Background: an optimization exercise with open tools, aiming at small area. Do not read the settings as production practice.
Only simulation tests tie the RTL to the original design; equivalence was not proved.

==> inputs of umber <==
## viterbi_decoder
module viterbi_decoder(
    input  logic       rst,
    input  logic       clk,
    input  logic       enable,
    input  logic [2:0] y1,
    input  logic [2:0] y2,
    output logic       decoded_bit
    );
logic       enable_dly1, enable_dly2, enable_dly3;
logic signed [4:0] e;
logic              fneg;
logic signed [3:0] g, h;
logic [7:0] decision;
logic       decision0_out, out0, out1;
always_ff @(posedge clk, posedge rst)
begin
    if(rst) begin
        enable_dly1 <= 1'b0;
        enable_dly2 <= 1'b0;
        enable_dly3 <= 1'b0;
    end
    else begin
        enable_dly1 <= enable;
        enable_dly2 <= enable_dly1;
        enable_dly3 <= enable_dly2;
    end
end
logic [4:0] advances;
logic       full;
assign full = (advances == 5'd20);
always_ff @(posedge clk, posedge rst)
begin
    if (rst)
        advances <= '0;
    else if (enable_dly3 && !full)
        advances <= advances + 5'd1;
end
branch_metric_unit BMU (.rst(rst), .clk(clk), .enable(enable_dly2), .y1(y1), .y2(y2),
                        .e(e), .g(g), .h(h), .fneg(fneg));
state_metric_unit SMU (.rst(rst), .clk(clk), .enable(enable_dly3),
                       .e(e), .g(g), .h(h), .fneg(fneg), .decision(decision),
                       .decision0_out(decision0_out));
survivor_path survivor_path_unit (.rst(rst), .clk(clk), .enable(enable_dly3), .full(full),
                                  .data_in(decision), .out0(out0), .out1(out1));
assign decoded_bit = decision0_out ? out1 : out0;
endmodule
Settings: LEC_CHECK=0, CAP_MARGIN=20, CORE_MARGIN=2, CORE_UTILIZATION=40, SLEW_MARGIN=20, SYNTH_HIERARCHICAL=1; clock period 4.5 ns.
run.sh (not shown) runs the stock make flow with config.mk's settings and CLKGATE_MAP_FILE= SYNTH_SCRIPT=/design/flow/synth_recipe.tcl, a recipe that flattens the netlist after the stock synthesis.
==> onyx (differences from umber) <==
--- a/flow/design.v
+++ b/flow/design.v
@@ -3,59 +3,33 @@
     input  logic       rst,
     input  logic       clk,
     input  logic       enable,
     input  logic [5:0] cand0,
     input  logic [5:0] cand1,
     input  logic       add_pos,
     output logic [5:0] MN_out,
-    output logic [5:0] MN_out_n,
     output logic       decision
     );
     logic [5:0] r;
     logic       c;
     always_comb begin
         c = 1'b1;
         for (int i = 0; i < 6; i++) begin
             r[i] = cand0[i] ^ ~cand1[i] ^ c;
             c = (cand0[i] & ~cand1[i]) | (cand0[i] & c) | (~cand1[i] & c);
         end
     end
     assign decision = ~r[5] | ((r == 6'b100000) & add_pos);
-    metric_register state_metric (.rst, .clk, .take1(enable & decision), .take0(enable & ~decision),
-                                  .hold(~enable), .cand1, .cand0, .MN(MN_out), .MN_n(MN_out_n));
-endmodule
-module metric_register(
-    input  logic       rst,
-    input  logic       clk,
-    input  logic       take1,
-    input  logic       take0,
-    input  logic       hold,
-    input  logic [5:0] cand1,
-    input  logic [5:0] cand0,
-    output logic [5:0] MN,
-    output logic [5:0] MN_n
-    );
     always_ff @(posedge clk, posedge rst)
     begin
         if (rst)
-            MN_n <= '0;
-        else
-            MN_n <= ~(({6{take1}} & cand1) | ({6{take0}} & cand0) | ({6{hold}} & MN));
+            MN_out <= '0;
+        else if (enable)
+            MN_out <= decision ? cand1 : cand0;
     end
-    assign MN = ~MN_n;
-endmodule
-module decision_pair0(
-    input  logic [5:0]        M0_n,
-    input  logic [5:0]        M1_n,
-    input  logic signed [4:0] e,
-    output logic              decision
-    );
-    logic signed [5:0] delta;
-    assign delta = M1_n - M0_n;
-    assign decision = (delta >= e);
 endmodule
 `timescale 1ns / 1ps
 module branch_metric_unit(
     input  logic              rst,
     input  logic              clk,
     input  logic              enable,
     input  logic [2:0]        y1,
@@ -243,34 +217,32 @@
     input  logic              rst,
     input  logic              clk,
     input  logic              enable,
     input  logic signed [4:0] e,
     input  logic              fneg,
     input  logic signed [3:0] g,
     input  logic signed [3:0] h,
-    output logic [7:0]        decision,
-    output logic              decision0_out
+    output logic [7:0]        decision
     );
     function automatic logic [5:0] add6(input logic [5:0] a, input logic [5:0] b);
         logic       c;
         logic [5:0] s;
         c = 1'b0;
         for (int i = 0; i < 6; i++) begin
             s[i] = a[i] ^ b[i] ^ c;
             c = (a[i] & b[i]) | (a[i] & c) | (b[i] & c);
         end
         add6 = s;
     endfunction
     logic [5:0] M0, M1, M2, M3, M4, M5, M6, M7;
-    logic [5:0] M0_n, M1_n;
     logic [5:0] e6, g6, h6;
     logic [5:0] M0e, M1e, M6e, M7e;
     logic [5:0] M2g, M2h, M3g, M3h, M4g, M4h, M5g, M5h;
-    logic [7:1] dec;
-    logic       d0;
+    logic [7:0] dec;
+    logic signed [5:0] delta0;
     assign e6 = {e[4], e};
     assign g6 = {{2{g[3]}}, g};
     assign h6 = {{2{h[3]}}, h};
     assign M0e = add6(M0, e6);
     assign M1e = add6(M1, e6);
     assign M6e = add6(M6, e6);
     assign M7e = add6(M7, e6);
@@ -278,26 +250,24 @@
     assign M2h = add6(M2, h6);
     assign M3g = add6(M3, g6);
     assign M3h = add6(M3, h6);
     assign M4g = add6(M4, g6);
     assign M4h = add6(M4, h6);
     assign M5g = add6(M5, g6);
     assign M5h = add6(M5, h6);
-    decision_pair0 dp0     (.M0_n, .M1_n, .e, .decision(d0));
-    assign decision0_out = d0;
-    metric_register acs0 (.rst, .clk, .take1(enable & d0), .take0(enable & ~d0), .hold(~enable),
-                          .cand1(M1e), .cand0(M0), .MN(M0), .MN_n(M0_n));
-    ACS acs1 (.rst, .clk, .enable, .cand0(M2g), .cand1(M3h), .add_pos(fneg),  .MN_out(M1), .MN_out_n(M1_n), .decision(dec[1]));
-    ACS acs2 (.rst, .clk, .enable, .cand0(M4h), .cand1(M5g), .add_pos(~fneg), .MN_out(M2), .MN_out_n(), .decision(dec[2]));
-    ACS acs3 (.rst, .clk, .enable, .cand0(M6e), .cand1(M7),  .add_pos(~e[4]), .MN_out(M3), .MN_out_n(), .decision(dec[3]));
-    ACS acs4 (.rst, .clk, .enable, .cand0(M0e), .cand1(M1),  .add_pos(~e[4]), .MN_out(M4), .MN_out_n(), .decision(dec[4]));
-    ACS acs5 (.rst, .clk, .enable, .cand0(M2h), .cand1(M3g), .add_pos(~fneg), .MN_out(M5), .MN_out_n(), .decision(dec[5]));
-    ACS acs6 (.rst, .clk, .enable, .cand0(M4g), .cand1(M5h), .add_pos(fneg),  .MN_out(M6), .MN_out_n(), .decision(dec[6]));
-    ACS acs7 (.rst, .clk, .enable, .cand0(M6),  .cand1(M7e), .add_pos(e[4]),  .MN_out(M7), .MN_out_n(), .decision(dec[7]));
-    assign decision = {dec[7:1], d0};
+    ACS acs0 (.rst, .clk, .enable, .cand0(M0),  .cand1(M1e), .add_pos(e[4]),  .MN_out(M0), .decision(dec[0]));
+    ACS acs1 (.rst, .clk, .enable, .cand0(M2g), .cand1(M3h), .add_pos(fneg),  .MN_out(M1), .decision(dec[1]));
+    ACS acs2 (.rst, .clk, .enable, .cand0(M4h), .cand1(M5g), .add_pos(~fneg), .MN_out(M2), .decision(dec[2]));
+    ACS acs3 (.rst, .clk, .enable, .cand0(M6e), .cand1(M7),  .add_pos(~e[4]), .MN_out(M3), .decision(dec[3]));
+    ACS acs4 (.rst, .clk, .enable, .cand0(M0e), .cand1(M1),  .add_pos(~e[4]), .MN_out(M4), .decision(dec[4]));
+    ACS acs5 (.rst, .clk, .enable, .cand0(M2h), .cand1(M3g), .add_pos(~fneg), .MN_out(M5), .decision(dec[5]));
+    ACS acs6 (.rst, .clk, .enable, .cand0(M4g), .cand1(M5h), .add_pos(fneg),  .MN_out(M6), .decision(dec[6]));
+    ACS acs7 (.rst, .clk, .enable, .cand0(M6),  .cand1(M7e), .add_pos(e[4]),  .MN_out(M7), .decision(dec[7]));
+    assign delta0 = M0 - M1;
+    assign decision = {dec[7:1], delta0 >= e};
 endmodule
 `timescale 1ns / 1ps
 module survivor_path_stage
     (input  logic         rst,
      input  logic         clk,
      input  logic         hold,
      input  logic [7 : 0] take1,
@@ -316,18 +286,16 @@
     end
 endmodule
 `timescale 1ns / 1ps
 module survivor_path
     (input  logic         rst,
      input  logic         clk,
      input  logic         enable,
-     input  logic         full,
      input  logic [7 : 0] data_in,
-     output logic         out0,
-     output logic         out1);
+     output logic [7 : 0] data_out);
     logic       pol, hold;
     logic [7:0] take1, take0;
     logic [7:0] r0, stage0_next;
     logic [7:0] st [0:19];
     always_ff @(posedge clk, posedge rst)
     begin
         if (rst)
@@ -343,32 +311,32 @@
     begin
         r0 <= stage0_next;
     end
     assign st[0] = r0;
     for (genvar k = 1; k < 20; k++) begin : stage
         survivor_path_stage u (.rst, .clk, .hold, .take1, .take0, .data_in(st[k-1]), .reg_data(st[k]));
     end
-    assign out0 = full & (pol ^ st[19][0]);
-    assign out1 = full & (pol ^ st[19][1]);
+    always_comb
+        for (int s = 0; s < 8; s++)
+            data_out[s] = pol ^ (data_in[s] ? st[19][2*(s%4)+1] : st[19][2*(s%4)]);
 endmodule
 `timescale 1ns / 1ps
 module viterbi_decoder(
     input  logic       rst,
     input  logic       clk,
     input  logic       enable,
     input  logic [2:0] y1,
     input  logic [2:0] y2,
     output logic       decoded_bit
     );
 logic       enable_dly1, enable_dly2, enable_dly3;
 logic signed [4:0] e;
 logic              fneg;
 logic signed [3:0] g, h;
-logic [7:0] decision;
-logic       decision0_out, out0, out1;
+logic [7:0] decision, final_decision;
 always_ff @(posedge clk, posedge rst)
 begin
     if(rst) begin
         enable_dly1 <= 1'b0;
         enable_dly2 <= 1'b0;
         enable_dly3 <= 1'b0;
     end
@@ -387,13 +355,12 @@
         advances <= '0;
     else if (enable_dly3 && !full)
         advances <= advances + 5'd1;
 end
 branch_metric_unit BMU (.rst(rst), .clk(clk), .enable(enable_dly2), .y1(y1), .y2(y2),
                         .e(e), .g(g), .h(h), .fneg(fneg));
 state_metric_unit SMU (.rst(rst), .clk(clk), .enable(enable_dly3),
-                       .e(e), .g(g), .h(h), .fneg(fneg), .decision(decision),
-                       .decision0_out(decision0_out));
-survivor_path survivor_path_unit (.rst(rst), .clk(clk), .enable(enable_dly3), .full(full),
-                                  .data_in(decision), .out0(out0), .out1(out1));
-assign decoded_bit = decision0_out ? out1 : out0;
+                       .e(e), .g(g), .h(h), .fneg(fneg), .decision(decision));
+survivor_path survivor_path_unit (.rst(rst), .clk(clk), .enable(enable_dly3),
+                                  .data_in(decision), .data_out(final_decision));
+assign decoded_bit = full & final_decision[0];
 endmodule
--- a/flow/config.mk
+++ b/flow/config.mk
@@ -4,9 +4,11 @@
 export VERILOG_FILES = /design/flow/design.v
 export SDC_FILE = /design/flow/constraint.sdc
 export NUM_CORES = 4
 export LEC_CHECK = 0
 export CAP_MARGIN = 20
 export CORE_MARGIN = 2
 export CORE_UTILIZATION = 40
+export CTS_BUF_LIST = sky130_fd_sc_hd__clkbuf_4 sky130_fd_sc_hd__clkbuf_8
+export CTS_CLUSTER_SIZE = 30
 export SLEW_MARGIN = 20
 export SYNTH_HIERARCHICAL = 1
==> summary of the runs <==
Between umber and onyx, the lower clock skew is in umber (gap 0.0035 ns). Between onyx and umber, the lower utilization is in umber (gap 1.6 points). Of umber and onyx, onyx has the higher synthesized cell count (gap about 4%, measured against onyx). onyx went through all stages and came out clean. umber finished with timing, DRC and antenna clean. Against onyx, the worst hold slack of umber is better by 0.0076 ns. Against onyx, the non-clock buffer count of umber is lower by 43. In umber the area after synthesis is lower than in onyx, by 3.8%. In umber the critical path depth is lower than in onyx, by 1. Of onyx and umber, onyx has the higher clock-buffer cell count (gap 24). In onyx the fmax is smaller than in umber, by 1.9%. Against onyx, the routed wire length of umber is smaller by about 9%.

[port drivers added, routing unchanged]
No port has a modelled driver above. Below, the same layouts with a new extraction and two added sets of constraints. Step 1, drivers: a clkbuf_16 drives clk and a buf_2 each remaining input, both assumed. Step 2, shift: input delay + t, output delay - t, t = (earliest + latest rising clock arrival at the registers) / 2. This alone moves slack from input paths to output paths. a / b / c = ideal ports / drivers / drivers and shift; a / b = the first two.
run	shift t [ns]	setup slack, ns	worst data-port slew with drivers (ns)	cell pins on the clock port's net
umber	0.565	0.186 / 0.186 / 0.186	0.04	1
onyx	0.579	0.104 / 0.104 / 0.104	0.04	1
After both steps every run listed still meets setup and hold.
